This design comes from an exercise in tuning for small area, a short achievable clock period and few clock cycles per item on the open sky130 flow, not from production work. In this exercise RTL edits were held to simulation tests only and were not proved equivalent to the original. Power figures rest on the tool's default switching activity, not on a simulated workload.

==> module func, before the edit <==
module func(
	input clk_i,
	input rst_i,
	input start_i,
	input [7:0] a_i,
	input [7:0] b_i,
	input change_mode,
	output [1:0] busy_o,
	output [15:0] y_o
);
  reg [7:0] a;
  reg [3:0] root;
  reg busy;
  reg mode;
  reg show_hi, show_lo;
  wire cleared = ~(show_hi | show_lo);
  wire next_mode = mode ^ change_mode;
  reg [23:0] row1;
  reg [16:0] row2;
  reg row_c;
  wire next_c;
  wire [19:0] hi_sum = {row1[23:5], 1'b1} + {1'b0, 1'b0, row2[16], row2[15], row2[14], row2[13], row2[12], row2[11], row2[10], row2[9], row2[8], row2[7], row2[6], row2[5], row2[4], row2[3], row2[2], row2[1], row2[0], row_c};
  wire [3:0] result_sqrt;
  wire [23:0] next1;
  wire [16:0] next2;
  wire [23:0] part_result;
  wire accept = start_i & ~busy;
  sqrt sqrt1(.x_i(b_i), .y_o(result_sqrt));
  cube cube1(.x_bi(a), .s_i(root), .r1_o(next1), .r2_o(next2), .cin_o(next_c));
  assign part_result = {hi_sum[19:1], row1[4:0]};
  assign busy_o = {1'b0, busy};
  assign y_o[7:0] = ({8{show_hi}} & part_result[23:16]) | ({8{show_lo}} & part_result[7:0]);
  assign y_o[15:8] = {8{show_lo}} & part_result[15:8];
  always @(posedge clk_i) begin
    row1 <= next1;
    row2 <= next2;
    row_c <= next_c;
    if (accept) begin
      a <= a_i;
      root <= result_sqrt;
    end
    if (rst_i) begin
      mode <= 1'b0;
      busy <= 1'b0;
      show_hi <= 1'b0;
      show_lo <= 1'b0;
    end else begin
      mode <= next_mode;
      busy <= accept;
      show_hi <= next_mode & (accept | ~cleared);
      show_lo <= ~next_mode & (accept | ~cleared);
    end
  end
endmodule
==> flow/config.mk <==
export PLATFORM = sky130hd
export DESIGN_NAME = func
export DESIGN_NICKNAME = func
export VERILOG_FILES = /design/flow/design.v
export SDC_FILE = /design/flow/constraint.sdc
export NUM_CORES = 4
export LEC_CHECK = 0
export CAP_MARGIN = 20
export CORE_MARGIN = 2
export CORE_UTILIZATION = 65
export PLACE_DENSITY = 0.75
export SETUP_SLACK_MARGIN = 1.5
export SLEW_MARGIN = 20
export SYNTH_HIERARCHICAL = 1
export SYNTH_MINIMUM_KEEP_SIZE = 0
==> flow/constraint.sdc <==
create_clock -name core_clock -period 5.0 [get_ports {clk_i}]
set_input_delay 1.0000 -clock core_clock [delete_from_list [all_inputs] [get_ports {clk_i}]]
set_output_delay 1.0000 -clock core_clock [all_outputs]
set_load 0.01 [all_outputs]
run.sh (not shown) runs the stock make flow with config.mk's settings and CLKGATE_MAP_FILE= SYNTH_SCRIPT=/design/flow/synth_recipe.tcl, a recipe that flattens the netlist after the stock synthesis.
The baseline finished clean.
Testbench counts at the start, summed over its fixed seeds: cycles 3,200, items 1,600.
Edit:
--- a/flow/design.v
+++ b/flow/design.v
@@ -247,46 +247,42 @@
 	output [15:0] y_o
 );
   reg [7:0] a;
   reg [3:0] root;
   reg busy;
   reg mode;
-  reg show_hi, show_lo;
-  wire cleared = ~(show_hi | show_lo);
-  wire next_mode = mode ^ change_mode;
+  reg cleared;
   reg [23:0] row1;
   reg [16:0] row2;
   reg row_c;
   wire next_c;
   wire [19:0] hi_sum = {row1[23:5], 1'b1} + {1'b0, 1'b0, row2[16], row2[15], row2[14], row2[13], row2[12], row2[11], row2[10], row2[9], row2[8], row2[7], row2[6], row2[5], row2[4], row2[3], row2[2], row2[1], row2[0], row_c};
   wire [3:0] result_sqrt;
   wire [23:0] next1;
   wire [16:0] next2;
   wire [23:0] part_result;
   wire accept = start_i & ~busy;
   sqrt sqrt1(.x_i(b_i), .y_o(result_sqrt));
   cube cube1(.x_bi(a), .s_i(root), .r1_o(next1), .r2_o(next2), .cin_o(next_c));
-  assign part_result = {hi_sum[19:1], row1[4:0]};
+  assign part_result = cleared ? 24'd0 : {hi_sum[19:1], row1[4:0]};
   assign busy_o = {1'b0, busy};
-  assign y_o[7:0] = ({8{show_hi}} & part_result[23:16]) | ({8{show_lo}} & part_result[7:0]);
-  assign y_o[15:8] = {8{show_lo}} & part_result[15:8];
+  assign y_o[7:0] = mode ? part_result[23:16] : part_result[7:0];
+  assign y_o[15:8] = mode ? 8'h00 : part_result[15:8];
   always @(posedge clk_i) begin
     row1 <= next1;
     row2 <= next2;
     row_c <= next_c;
     if (accept) begin
       a <= a_i;
       root <= result_sqrt;
     end
     if (rst_i) begin
       mode <= 1'b0;
       busy <= 1'b0;
-      show_hi <= 1'b0;
-      show_lo <= 1'b0;
+      cleared <= 1'b1;
     end else begin
-      mode <= next_mode;
+      if (change_mode) mode <= ~mode;
       busy <= accept;
-      show_hi <= next_mode & (accept | ~cleared);
-      show_lo <= ~next_mode & (accept | ~cleared);
+      if (accept) cleared <= 1'b0;
     end
   end
 endmodule
Die area went up by about 0.36%. Cell count went up by about 3.2%. Clock power went up by 4.8%. Routed wire length went up by about 0.6%. Total power went down by about 3%. Maximum frequency went down by 4.7%. Non-clock buffer count went down by 4. Setup slack degrades by 0.18 ns.
Testbench counts after the change, summed over its fixed seeds: cycles 3,200, items 1,600.

[re-timing with driven ports]
The results above use ideal ports. As a check the final layouts listed here were re-extracted and re-timed, cells and wires unchanged. Step 1 assumes that a clkbuf_16 drives the clock port and a buf_2 every other input. Step 2 also shifts input and output timing later by t, the mid clock arrival at the registers, as if the neighbouring blocks saw the same clock. Slacks: ideal ports / drivers / drivers and shift; pairs: ideal ports / drivers.
run	shift t [ns]	setup slack, ns	cell pins on the clock port's net
the first run	0.367	1.446 / 1.413 / 1.602	1
the second run	0.371	1.270 / 1.237 / 1.603	1
After both steps setup and hold are still met in every run listed.
